What follows belongs to an exercise in optimizing a design on an open flow for small area, a short achievable clock period and few clock cycles; a production flow would make more cautious choices.
In this exercise RTL edits were held to simulation tests only and were not proved equivalent to the original.

==> job 2374 <==
==> flow/design.v <==
`timescale 1ns / 1ps
module mips_core(
    input wire clk,
    input wire rst,
    output wire[31:0] imem_addr,
    input wire[31:0] imem_rdata,
    output wire[31:0] dmem_addr,
    input wire[31:0] dmem_rdata,
    output wire[31:0] dmem_wdata,
    output wire[3:0] dmem_we
    );
reg [11:0] pc;               
reg        e_we;             
reg [4:0]  e_rd;
reg        e_movz;
reg        e_add, e_clz, e_load;
reg [3:0]  e_lut;            
reg        e_srl, e_sll, e_sra;
reg        e_lw, e_lb;
reg        e_store, e_sb;
reg        e_beq, e_bne, e_bgtz, e_jimm, e_jr;
reg [11:0] e_imm;            
reg [31:0] a;                
reg [31:0] b;                
reg [31:0] s;                
reg [3:0]  st_we;
reg [31:2] st_addr;
reg [31:0] st_data;
wire [31:0] rf [0:31];
assign rf[0] = 32'b0;
integer i;
wire [31:0] sum = a + b;
function [31:0] rev32(input [31:0] x);
    integer k;
    for (k = 0; k < 32; k = k + 1) rev32[k] = x[31-k];
endfunction
wire [4:0]  shamt = e_imm[10:6];
wire        sh_f = e_sra & b[31];
wire [31:0] sh0 = e_sll ? rev32(b) : b;
wire [31:0] sh1 = shamt[0] ? {{1{sh_f}},  sh0[31:1]}  : sh0;
wire [31:0] sh2 = shamt[1] ? {{2{sh_f}},  sh1[31:2]}  : sh1;
wire [31:0] sh3 = shamt[2] ? {{4{sh_f}},  sh2[31:4]}  : sh2;
wire [31:0] sh4 = shamt[3] ? {{8{sh_f}},  sh3[31:8]}  : sh3;
wire [31:0] sh_r = shamt[4] ? {{16{sh_f}}, sh4[31:16]} : sh4;
wire [15:0] z1; wire [15:0] c1;
wire [7:0]  z2; wire [15:0] c2;
wire [3:0]  z3; wire [11:0] c3;
wire [1:0]  z4; wire [7:0]  c4;
wire        z5; wire [4:0]  c5;
genvar g;
generate
    for (g = 0; g < 16; g = g + 1) begin : clz1
        assign z1[g] = ~a[2*g+1] & ~a[2*g];
        assign c1[g] = ~a[2*g+1];
    end
    for (g = 0; g < 8; g = g + 1) begin : clz2
        assign z2[g] = z1[2*g+1] & z1[2*g];
        assign c2[2*g+1:2*g] = z1[2*g+1] ? {1'b1, c1[2*g]} : {1'b0, c1[2*g+1]};
    end
    for (g = 0; g < 4; g = g + 1) begin : clz3
        assign z3[g] = z2[2*g+1] & z2[2*g];
        assign c3[3*g+2:3*g] = z2[2*g+1] ? {1'b1, c2[4*g+1:4*g]} : {1'b0, c2[4*g+3:4*g+2]};
    end
    for (g = 0; g < 2; g = g + 1) begin : clz4
        assign z4[g] = z3[2*g+1] & z3[2*g];
        assign c4[4*g+3:4*g] = z3[2*g+1] ? {1'b1, c3[6*g+2:6*g]} : {1'b0, c3[6*g+5:6*g+3]};
    end
endgenerate
assign z5 = z4[1] & z4[0];
assign c5 = z4[1] ? {1'b1, c4[3:0]} : {1'b0, c4[7:4]};
wire [5:0] clz = z5 ? 6'd32 : {1'b0, c5};
reg [31:0] lg;
always @(*)
    for (i = 0; i < 32; i = i + 1) lg[i] = e_lut[{a[i], b[i]}];
wire [12:0] pc_inc = {1'b0, pc} + 13'd1;
wire [31:0] alu =
      ({32{e_add}}   & sum)
    | lg
    | ({32{e_srl | e_sra}} & sh_r)
    | ({32{e_sll}}   & rev32(sh_r))
    | ({32{e_clz}}   & {26'b0, clz});
reg [7:0] ld_byte;
wire st_hit = (st_addr[11:2] == sum[11:2]);
wire [3:0] fwd = st_we & {4{st_hit}};
wire [31:0] mem_word = {fwd[3] ? st_data[31:24] : dmem_rdata[31:24],
                        fwd[2] ? st_data[23:16] : dmem_rdata[23:16],
                        fwd[1] ? st_data[15:8]  : dmem_rdata[15:8],
                        fwd[0] ? st_data[7:0]   : dmem_rdata[7:0]};
always @(*) begin
    case (sum[1:0])
        2'd0: ld_byte = mem_word[7:0];
        2'd1: ld_byte = mem_word[15:8];
        2'd2: ld_byte = mem_word[23:16];
        default: ld_byte = mem_word[31:24];
    endcase
end
wire [31:0] ld = e_lw ? mem_word : {{24{e_lb & ld_byte[7]}}, ld_byte};
wire [31:0] wb = e_load ? ld : alu;
wire wen = e_we & ~(e_movz & (|b));
assign dmem_addr = {st_addr[31:12], e_load ? sum[11:0] : {st_addr[11:2], 2'b00}};
assign dmem_wdata = st_data;
assign dmem_we = e_load ? 4'b0000 : st_we;
wire [3:0] st_we_next = ~e_store ? 4'b0000 :
                        ~e_sb ? 4'b1111 : (4'b0001 << sum[1:0]);
wire lg_nz = |lg;
wire taken = (e_beq & ~lg_nz) | (e_bne & lg_nz) | (e_bgtz & ~a[31] & lg_nz)
           | e_jimm | e_jr;
wire [11:0] target = e_jimm ? e_imm : e_jr ? a[13:2] : (pc + e_imm);
wire [11:0] pc_next = taken ? target : pc_inc[11:0];
assign imem_addr = {18'b0, pc, 2'b00};
wire [31:0] ins = imem_rdata;
wire [5:0]  op = ins[31:26];
wire [5:0]  fn = ins[5:0];
wire [4:0]  rs = ins[25:21];
wire [4:0]  rt = ins[20:16];
wire [4:0]  rd = ins[15:11];
wire isr     = (op == 6'h00);
wire d_addu  = isr & (fn == 6'h21);
wire d_and   = isr & (fn == 6'h24);
wire d_or    = isr & (fn == 6'h25);
wire d_xor   = isr & (fn == 6'h26);
wire d_nor   = isr & (fn == 6'h27);
wire d_sll   = isr & (fn == 6'h00);
wire d_srl   = isr & (fn == 6'h02);
wire d_sra   = isr & (fn == 6'h03);
wire d_jr    = isr & (fn == 6'h08);
wire d_movz  = isr & (fn == 6'h0A);
wire d_clz   = (op == 6'h1C) & (fn == 6'h20);
wire d_addiu = (op == 6'h09);
wire d_andi  = (op == 6'h0C);
wire d_ori   = (op == 6'h0D);
wire d_xori  = (op == 6'h0E);
wire d_lui   = (op == 6'h0F);
wire d_lw    = (op == 6'h23);
wire d_lb    = (op == 6'h20);
wire d_lbu   = (op == 6'h24);
wire d_sw    = (op == 6'h2B);
wire d_sb    = (op == 6'h28);
wire d_beq   = (op == 6'h04);
wire d_bne   = (op == 6'h05);
wire d_bgtz  = (op == 6'h07);
wire d_j     = (op == 6'h02);
wire d_jal   = (op == 6'h03);
wire d_shift = d_sll | d_srl | d_sra;
wire d_load  = d_lw | d_lb | d_lbu;
wire d_store = d_sw | d_sb;
wire d_wr_rd = d_addu | d_and | d_or | d_xor | d_nor | d_shift | d_movz | d_clz;
wire d_wr_rt = d_addiu | d_andi | d_ori | d_xori | d_lui | d_load;
wire [4:0] d_dst = d_jal ? 5'd31 : d_wr_rd ? rd : rt;
wire d_we = (d_wr_rd | d_wr_rt | d_jal) & (d_dst != 5'd0);
wire d_sext = d_addiu | d_load | d_store;
wire d_zext = d_andi | d_ori | d_xori;
wire [12:0] d_link = {1'b0, pc} + 13'd2;
wire [31:0] d_imm = d_jal  ? {17'b0, d_link, 2'b00} :
                    d_lui  ? {ins[15:0], 16'b0} :
                    d_zext ? {16'b0, ins[15:0]} :
                             {{16{ins[15]}}, ins[15:0]};
wire d_useimm = d_sext | d_zext | d_lui | d_jal;
wire [3:0] d_lut = (d_and | d_andi) ? 4'b1000 :
                   (d_or | d_ori)   ? 4'b1110 :
                   (d_xor | d_xori | d_beq | d_bne) ? 4'b0110 :
                   d_nor            ? 4'b0001 :
                   (d_movz | d_bgtz) ? 4'b1100 :
                   (d_lui | d_jal)  ? 4'b1010 : 4'b0000;
wire [31:0] sel_rs = 32'd1 << rs;
wire [31:0] sel_rt = 32'd1 << rt;
reg  [31:0] rf_rs, rf_rt;
always @(*) begin
    rf_rs = 32'b0;
    rf_rt = 32'b0;
    for (i = 1; i < 32; i = i + 1) begin
        rf_rs = rf_rs | ({32{sel_rs[i]}} & rf[i]);
        rf_rt = rf_rt | ({32{sel_rt[i]}} & rf[i]);
    end
end
wire [31:0] rsv = (wen && e_rd == rs) ? wb : rf_rs;
wire [31:0] rtv = (wen && e_rd == rt) ? wb : rf_rt;
always @(posedge clk) if (e_store) begin
    st_addr <= sum[31:2];
    st_data <= e_sb ? {4{s[7:0]}} : s;
end
always @(posedge clk) begin
    a <= rsv;
    b <= d_useimm ? d_imm : rtv;
    s <= rtv;
    e_rd <= d_dst;
    e_imm <= ins[11:0];
    e_lw <= d_lw;
    e_lb <= d_lb;
    e_sb <= d_sb;
    e_sll <= d_sll;
    e_srl <= d_srl;
    e_sra <= d_sra;
end
generate
    for (g = 1; g < 32; g = g + 1) begin : gpr
        reg [31:0] q;
        always @(posedge clk)
            if (wen && e_rd == g) q <= wb;
        assign rf[g] = q;
    end
endgenerate
always @(posedge clk or posedge rst) begin
    if (rst) begin
        pc <= 12'd0;
        st_we <= 4'b0000;
        e_we <= 1'b0;
        e_movz <= 1'b0;
        {e_add, e_clz, e_load} <= 3'b0;
        e_lut <= 4'b0000;
        {e_store, e_beq, e_bne, e_bgtz, e_jimm, e_jr} <= 6'b0;
    end else begin
        pc <= pc_next;
        if (e_store | ~e_load) st_we <= st_we_next;
        e_we <= d_we;
        e_movz <= d_movz;
        e_add <= d_addu | d_addiu;
        e_lut <= d_lut;
        e_clz <= d_clz;
        e_load <= d_load;
        e_store <= d_store;
        e_beq <= d_beq;
        e_bne <= d_bne;
        e_bgtz <= d_bgtz;
        e_jimm <= d_j | d_jal;
        e_jr <= d_jr;
    end
end
endmodule
==> flow/run.sh <==
#!/bin/bash
# synth_recipe.tcl (not shown) runs the flow's synth.tcl, then flattens the netlist and writes it again
# the make line also repeats each setting of config.mk as NAME=value (left out here)
make -C /OpenROAD-flow-scripts/flow DESIGN_CONFIG=/design/flow/config.mk WORK_HOME=/design/flow/orfs CLKGATE_MAP_FILE= SYNTH_SCRIPT=/design/flow/synth_recipe.tcl finish
==> flow/config.mk <==
export PLATFORM = sky130hd
export DESIGN_NAME = mips_core
export DESIGN_NICKNAME = mips_core
export VERILOG_FILES = /design/flow/design.v
export SDC_FILE = /design/flow/constraint.sdc
export NUM_CORES = 4
export LEC_CHECK = 0
export ABC_CLOCK_PERIOD_IN_PS = 4000
export CAP_MARGIN = 20
export CORE_MARGIN = 2
export CORE_UTILIZATION = 35
export CTS_CLUSTER_DIAMETER = 80
export CTS_CLUSTER_SIZE = 24
export PLACE_DENSITY = 0.5
export SETUP_SLACK_MARGIN = 5
export SLEW_MARGIN = 20
export TNS_END_PERCENT = 5
==> flow/constraint.sdc <==
create_clock -name core_clock -period 9.5 [get_ports {clk}]
set_input_delay 1.9000 -clock core_clock [delete_from_list [all_inputs] [get_ports {clk}]]
set_output_delay 1.9000 -clock core_clock [all_outputs]
set_load 0.01 [all_outputs]
==> job 3631: changes against job 2374 <==
--- a/flow/design.v
+++ b/flow/design.v
@@ -18,7 +18,8 @@
 reg        e_srl, e_sll, e_sra;
 reg        e_lw, e_lb;
 reg        e_store, e_sb;
-reg        e_beq, e_bne, e_bgtz, e_jimm, e_jr;
+reg        e_beq, e_bne, e_bgtz, e_jimm, e_jr, e_jal;
+reg [11:0] la;               
 reg [11:0] e_imm;            
 reg [31:0] a;                
 reg [31:0] b;                
@@ -80,14 +81,14 @@
     | ({32{e_sll}}   & rev32(sh_r))
     | ({32{e_clz}}   & {26'b0, clz});
 reg [7:0] ld_byte;
-wire st_hit = (st_addr[11:2] == sum[11:2]);
+wire st_hit = (la[11:2] == st_addr[11:2]);
 wire [3:0] fwd = st_we & {4{st_hit}};
 wire [31:0] mem_word = {fwd[3] ? st_data[31:24] : dmem_rdata[31:24],
                         fwd[2] ? st_data[23:16] : dmem_rdata[23:16],
                         fwd[1] ? st_data[15:8]  : dmem_rdata[15:8],
                         fwd[0] ? st_data[7:0]   : dmem_rdata[7:0]};
 always @(*) begin
-    case (sum[1:0])
+    case (la[1:0])
         2'd0: ld_byte = mem_word[7:0];
         2'd1: ld_byte = mem_word[15:8];
         2'd2: ld_byte = mem_word[23:16];
@@ -97,7 +98,7 @@
 wire [31:0] ld = e_lw ? mem_word : {{24{e_lb & ld_byte[7]}}, ld_byte};
 wire [31:0] wb = e_load ? ld : alu;
 wire wen = e_we & ~(e_movz & (|b));
-assign dmem_addr = {st_addr[31:12], e_load ? sum[11:0] : {st_addr[11:2], 2'b00}};
+assign dmem_addr = {st_addr[31:12], e_load ? la : {st_addr[11:2], 2'b00}};
 assign dmem_wdata = st_data;
 assign dmem_we = e_load ? 4'b0000 : st_we;
 wire [3:0] st_we_next = ~e_store ? 4'b0000 :
@@ -175,6 +176,7 @@
 end
 wire [31:0] rsv = (wen && e_rd == rs) ? wb : rf_rs;
 wire [31:0] rtv = (wen && e_rd == rt) ? wb : rf_rt;
+wire d_hold = d_load & wen & (e_rd == rs);
 always @(posedge clk) if (e_store) begin
     st_addr <= sum[31:2];
     st_data <= e_sb ? {4{s[7:0]}} : s;
@@ -182,9 +184,10 @@
 always @(posedge clk) begin
     a <= rsv;
     b <= d_useimm ? d_imm : rtv;
+    la <= rf_rs[11:0] + d_imm[11:0];
     s <= rtv;
     e_rd <= d_dst;
-    e_imm <= ins[11:0];
+    e_imm <= (d_hold & e_jal) ? e_imm : ins[11:0];
     e_lw <= d_lw;
     e_lb <= d_lb;
     e_sb <= d_sb;
@@ -208,7 +211,15 @@
         e_movz <= 1'b0;
         {e_add, e_clz, e_load} <= 3'b0;
         e_lut <= 4'b0000;
-        {e_store, e_beq, e_bne, e_bgtz, e_jimm, e_jr} <= 6'b0;
+        {e_store, e_beq, e_bne, e_bgtz, e_jimm, e_jr, e_jal} <= 7'b0;
+    end else if (d_hold) begin
+        if (e_store | ~e_load) st_we <= st_we_next;
+        e_we <= 1'b0;
+        e_movz <= 1'b0;
+        {e_add, e_clz, e_load} <= 3'b0;
+        e_lut <= 4'b0000;
+        {e_store, e_beq, e_bne, e_bgtz, e_jr, e_jal} <= 6'b0;
+        e_jimm <= e_jal;
     end else begin
         pc <= pc_next;
         if (e_store | ~e_load) st_we <= st_we_next;
@@ -224,6 +235,7 @@
         e_bgtz <= d_bgtz;
         e_jimm <= d_j | d_jal;
         e_jr <= d_jr;
+        e_jal <= d_jal;
     end
 end
 endmodule
TNS_END_PERCENT = 100   (was 5)
==> job 5019: changes against job 2374 <==
==> flow/design.v (replaced) <==
`timescale 1ns / 1ps
module mips_core(
    input wire clk,
    input wire rst,
    output wire[31:0] imem_addr,
    input wire[31:0] imem_rdata,
    output wire[31:0] dmem_addr,
    input wire[31:0] dmem_rdata,
    output wire[31:0] dmem_wdata,
    output wire[3:0] dmem_we
    );
reg [11:0] pc;               
reg        e_we;             
reg [4:0]  e_rd;
reg        e_movz;
reg        e_add, e_and, e_or, e_xor, e_nor, e_passb, e_sh, e_clz;
reg        e_passa, e_link, e_load;
reg        e_sll, e_sra;
reg        e_lw, e_lb;
reg        e_store, e_sb;
reg        e_beq, e_bne, e_bgtz, e_jimm, e_jr;
reg [11:0] e_imm;            
reg [31:0] a;                
reg [31:0] b;                
reg [31:0] s;                
reg [31:0] rf [1:31];
wire [31:0] sum = a + b;
function [31:0] rev32(input [31:0] x);
    integer k;
    for (k = 0; k < 32; k = k + 1) rev32[k] = x[31-k];
endfunction
wire [4:0]  shamt = e_imm[10:6];
wire [31:0] sh_in = e_sll ? rev32(b) : b;
wire [63:0] sh_ext = {{32{e_sra & b[31]}}, sh_in} >> shamt;
wire [31:0] sh_r = sh_ext[31:0];
wire [31:0] sh_out = e_sll ? rev32(sh_r) : sh_r;
wire [15:0] z1; wire [15:0] c1;
wire [7:0]  z2; wire [15:0] c2;
wire [3:0]  z3; wire [11:0] c3;
wire [1:0]  z4; wire [7:0]  c4;
wire        z5; wire [4:0]  c5;
genvar g;
generate
    for (g = 0; g < 16; g = g + 1) begin : clz1
        assign z1[g] = ~a[2*g+1] & ~a[2*g];
        assign c1[g] = ~a[2*g+1];
    end
    for (g = 0; g < 8; g = g + 1) begin : clz2
        assign z2[g] = z1[2*g+1] & z1[2*g];
        assign c2[2*g+1:2*g] = z1[2*g+1] ? {1'b1, c1[2*g]} : {1'b0, c1[2*g+1]};
    end
    for (g = 0; g < 4; g = g + 1) begin : clz3
        assign z3[g] = z2[2*g+1] & z2[2*g];
        assign c3[3*g+2:3*g] = z2[2*g+1] ? {1'b1, c2[4*g+1:4*g]} : {1'b0, c2[4*g+3:4*g+2]};
    end
    for (g = 0; g < 2; g = g + 1) begin : clz4
        assign z4[g] = z3[2*g+1] & z3[2*g];
        assign c4[4*g+3:4*g] = z3[2*g+1] ? {1'b1, c3[6*g+2:6*g]} : {1'b0, c3[6*g+5:6*g+3]};
    end
endgenerate
assign z5 = z4[1] & z4[0];
assign c5 = z4[1] ? {1'b1, c4[3:0]} : {1'b0, c4[7:4]};
wire [5:0] clz = z5 ? 6'd32 : {1'b0, c5};
wire [12:0] pc_inc = {1'b0, pc} + 13'd1;
wire [31:0] alu =
      ({32{e_add}}   & sum)
    | ({32{e_and}}   & (a & b))
    | ({32{e_or}}    & (a | b))
    | ({32{e_xor}}   & (a ^ b))
    | ({32{e_nor}}   & ~(a | b))
    | ({32{e_passb}} & b)
    | ({32{e_passa}} & a)
    | ({32{e_sh}}    & sh_out)
    | ({32{e_clz}}   & {26'b0, clz})
    | ({32{e_link}}  & {17'b0, pc_inc, 2'b00});
reg [7:0] ld_byte;
always @(*) begin
    case (sum[1:0])
        2'd0: ld_byte = dmem_rdata[7:0];
        2'd1: ld_byte = dmem_rdata[15:8];
        2'd2: ld_byte = dmem_rdata[23:16];
        default: ld_byte = dmem_rdata[31:24];
    endcase
end
wire [31:0] ld = e_lw ? dmem_rdata : {{24{e_lb & ld_byte[7]}}, ld_byte};
wire [31:0] wb = e_load ? ld : alu;
wire        wen = e_we & ~(e_movz & (|b));
assign dmem_addr = sum;
assign dmem_wdata = e_sb ? {4{s[7:0]}} : s;
assign dmem_we = ~e_store ? 4'b0000 :
                 ~e_sb ? 4'b1111 : (4'b0001 << sum[1:0]);
wire eq = (a == b);
wire taken = (e_beq & eq) | (e_bne & ~eq) | (e_bgtz & ~a[31] & (|a))
           | e_jimm | e_jr;
wire [11:0] target = e_jimm ? e_imm : e_jr ? a[13:2] : (pc + e_imm);
wire [11:0] pc_next = taken ? target : pc_inc[11:0];
assign imem_addr = {18'b0, pc, 2'b00};
wire [31:0] ins = imem_rdata;
wire [5:0]  op = ins[31:26];
wire [5:0]  fn = ins[5:0];
wire [4:0]  rs = ins[25:21];
wire [4:0]  rt = ins[20:16];
wire [4:0]  rd = ins[15:11];
wire isr     = (op == 6'h00);
wire d_addu  = isr & (fn == 6'h21);
wire d_and   = isr & (fn == 6'h24);
wire d_or    = isr & (fn == 6'h25);
wire d_xor   = isr & (fn == 6'h26);
wire d_nor   = isr & (fn == 6'h27);
wire d_sll   = isr & (fn == 6'h00);
wire d_srl   = isr & (fn == 6'h02);
wire d_sra   = isr & (fn == 6'h03);
wire d_jr    = isr & (fn == 6'h08);
wire d_movz  = isr & (fn == 6'h0A);
wire d_clz   = (op == 6'h1C) & (fn == 6'h20);
wire d_addiu = (op == 6'h09);
wire d_andi  = (op == 6'h0C);
wire d_ori   = (op == 6'h0D);
wire d_xori  = (op == 6'h0E);
wire d_lui   = (op == 6'h0F);
wire d_lw    = (op == 6'h23);
wire d_lb    = (op == 6'h20);
wire d_lbu   = (op == 6'h24);
wire d_sw    = (op == 6'h2B);
wire d_sb    = (op == 6'h28);
wire d_beq   = (op == 6'h04);
wire d_bne   = (op == 6'h05);
wire d_bgtz  = (op == 6'h07);
wire d_j     = (op == 6'h02);
wire d_jal   = (op == 6'h03);
wire d_shift = d_sll | d_srl | d_sra;
wire d_load  = d_lw | d_lb | d_lbu;
wire d_store = d_sw | d_sb;
wire d_wr_rd = d_addu | d_and | d_or | d_xor | d_nor | d_shift | d_movz | d_clz;
wire d_wr_rt = d_addiu | d_andi | d_ori | d_xori | d_lui | d_load;
wire [4:0] d_dst = d_jal ? 5'd31 : d_wr_rd ? rd : rt;
wire d_we = (d_wr_rd | d_wr_rt | d_jal) & (d_dst != 5'd0);
wire d_sext = d_addiu | d_load | d_store;
wire d_zext = d_andi | d_ori | d_xori;
wire [31:0] d_imm = d_lui  ? {ins[15:0], 16'b0} :
                    d_zext ? {16'b0, ins[15:0]} :
                             {{16{ins[15]}}, ins[15:0]};
wire d_useimm = d_sext | d_zext | d_lui;
wire [31:0] rf_rs = (rs == 5'd0) ? 32'b0 : rf[rs];
wire [31:0] rf_rt = (rt == 5'd0) ? 32'b0 : rf[rt];
wire [31:0] rsv = (wen && e_rd == rs) ? wb : rf_rs;
wire [31:0] rtv = (wen && e_rd == rt) ? wb : rf_rt;
always @(posedge clk) begin
    a <= rsv;
    b <= d_useimm ? d_imm : rtv;
    s <= rtv;
    e_rd <= d_dst;
    e_imm <= ins[11:0];
    e_lw <= d_lw;
    e_lb <= d_lb;
    e_sb <= d_sb;
    e_sll <= d_sll;
    e_sra <= d_sra;
    if (wen) rf[e_rd] <= wb;
end
always @(posedge clk or posedge rst) begin
    if (rst) begin
        pc <= 12'd0;
        e_we <= 1'b0;
        e_movz <= 1'b0;
        {e_add, e_and, e_or, e_xor, e_nor, e_passb, e_sh, e_clz} <= 8'b0;
        {e_passa, e_link, e_load} <= 3'b0;
        {e_store, e_beq, e_bne, e_bgtz, e_jimm, e_jr} <= 6'b0;
    end else begin
        pc <= pc_next;
        e_we <= d_we;
        e_movz <= d_movz;
        e_add <= d_addu | d_addiu;
        e_and <= d_and | d_andi;
        e_or <= d_or | d_ori;
        e_xor <= d_xor | d_xori;
        e_nor <= d_nor;
        e_passb <= d_lui;
        e_sh <= d_shift;
        e_clz <= d_clz;
        e_passa <= d_movz;
        e_link <= d_jal;
        e_load <= d_load;
        e_store <= d_store;
        e_beq <= d_beq;
        e_bne <= d_bne;
        e_bgtz <= d_bgtz;
        e_jimm <= d_j | d_jal;
        e_jr <= d_jr;
    end
end
endmodule
ABC_CLOCK_PERIOD_IN_PS = unset   (was 4000)
CORE_UTILIZATION = 40   (was 35)
CTS_CLUSTER_DIAMETER = unset   (was 80)
CTS_CLUSTER_SIZE = unset   (was 24)
PLACE_DENSITY = unset   (was 0.5)
SETUP_SLACK_MARGIN = unset   (was 5)
TNS_END_PERCENT = unset   (was 5)
==> results.cfg <==
[sta]
worst_slew_pin_slew_ns = 1.26
finalCritPeriodShare_pct = 47.6

[yosys]
synth_area_um2 = 60700
yosys.cell_types.count = 104
synth_seq_area_share_pct = 58.0
yosys.area_share.simple_pct = 10.6

[detailed_routing]
wirelength_um = 350000
wl_met3_um = 47300

[final_layout]
stdcell_count = 7541
drive_above_1_share_pct = 17.8

[worst_hold_path]
hold_start = s[5]

[power_and_ir_drop]
comb_power_mw = 2.68
p_clk_mw = 4.09

[place]
dpl_cell_area_um2 = 65700

[critical_path]
end_kind = flop
critPathLaunch = imem_rdata[25]
start_kind = primary input

[die]
num_rows = 152

[status]
status = timing/DRC/antenna clean

[global_route]
use_met3_pct = 13.2
-- figures above: job 3631

==> results.cfg <==
[yosys]
synth_area_um2 = 62000
yosys.cell_types.count = 94
synth_seq_area_share_pct = 53.1
yosys.area_share.simple_pct = 5.35

[worst_hold_path]
hold_start = e_imm[2]

[sta]
finalCritPeriodShare_pct = 70.1
worst_slew_pin_slew_ns = 1.21
grt_setup_unrepaired = no

[place]
dpl_cell_area_um2 = 65700

[status]
status = timing/DRC/antenna clean

[global_route]
use_met3_pct = 6.27
grt_util_met2_pct = 45.4

[power_and_ir_drop]
comb_power_mw = 2.84
p_clk_mw = 4.74

[detailed_routing]
antenna_left = 0
vias = 44700
wirelength_um = 240000

[die]
num_rows = 144

[final_layout]
stdcell_count = 6600

[critical_path]
critPathLaunch = b[9]
-- figures above: job 5019

==> results.cfg <==
[sta]
finalCritPeriodShare_pct = 54.0
worst_slew_pin_slew_ns = 1.41

[place]
dpl_cell_area_um2 = 61800

[worst_hold_path]
hold_start = s[2]

[status]
status = timing/DRC/antenna clean

[die]
num_rows = 148

[critical_path]
start_kind = primary input

[global_route]
use_met3_pct = 16.0

[final_layout]
drive_above_1_share_pct = 17.8

[yosys]
synth_seq_area_share_pct = 60.9
synth_area_um2 = 57100

[detailed_routing]
wirelength_um = 317000

[power_and_ir_drop]
comb_power_mw = 2.64
p_clk_mw = 3.75
-- figures above: job 2374

Testbench counts of job 2374, summed over its fixed seeds: cycles 68,379.
Testbench counts of job 3631, summed over its fixed seeds: cycles 68,489.
Testbench counts of job 5019, summed over its fixed seeds: cycles 68,347.

==> what the ideal ports hide <==
The results above use ideal ports. As a check the final layouts listed here were re-extracted and re-timed, cells and wires unchanged.
Step 1 (the two cells are an assumption about what drives the block):
set clk [get_ports {clk}]
set_driving_cell -lib_cell sky130_fd_sc_hd__clkbuf_16 $clk
set_driving_cell -lib_cell sky130_fd_sc_hd__buf_2 [delete_from_list [all_inputs] $clk]
Step 2 adds t to the input delays and takes it off the output delays; t is the mean of the earliest and latest rising clock arrival at the registers after step 1. Input paths then give back, and output paths get back, about the clock's delay inside the block.
Three values: no drivers, after step 1, after step 2; two values: the first two.
| run | t (ns) | setup slack, ns | slew at the worst register clock pin (ns) | worst data-port slew with drivers (ns) |
|---|---|---|---|---|
| job 2374 | 0.805 | 4.371 / 4.376 / 3.623 | 0.11 / 0.11 | 0.05 |
| job 3631 | 0.809 | 4.975 / 4.924 / 4.115 | 0.10 / 0.10 | 0.12 |
| job 5019 | 0.806 | 2.844 / 2.769 / 3.575 | 0.09 / 0.09 | 0.10 |
After both steps every run listed still meets setup and hold. The setup slack of job 3631, which loses most, moves by -0.051 ns with the drivers and by -0.860 ns with both steps.
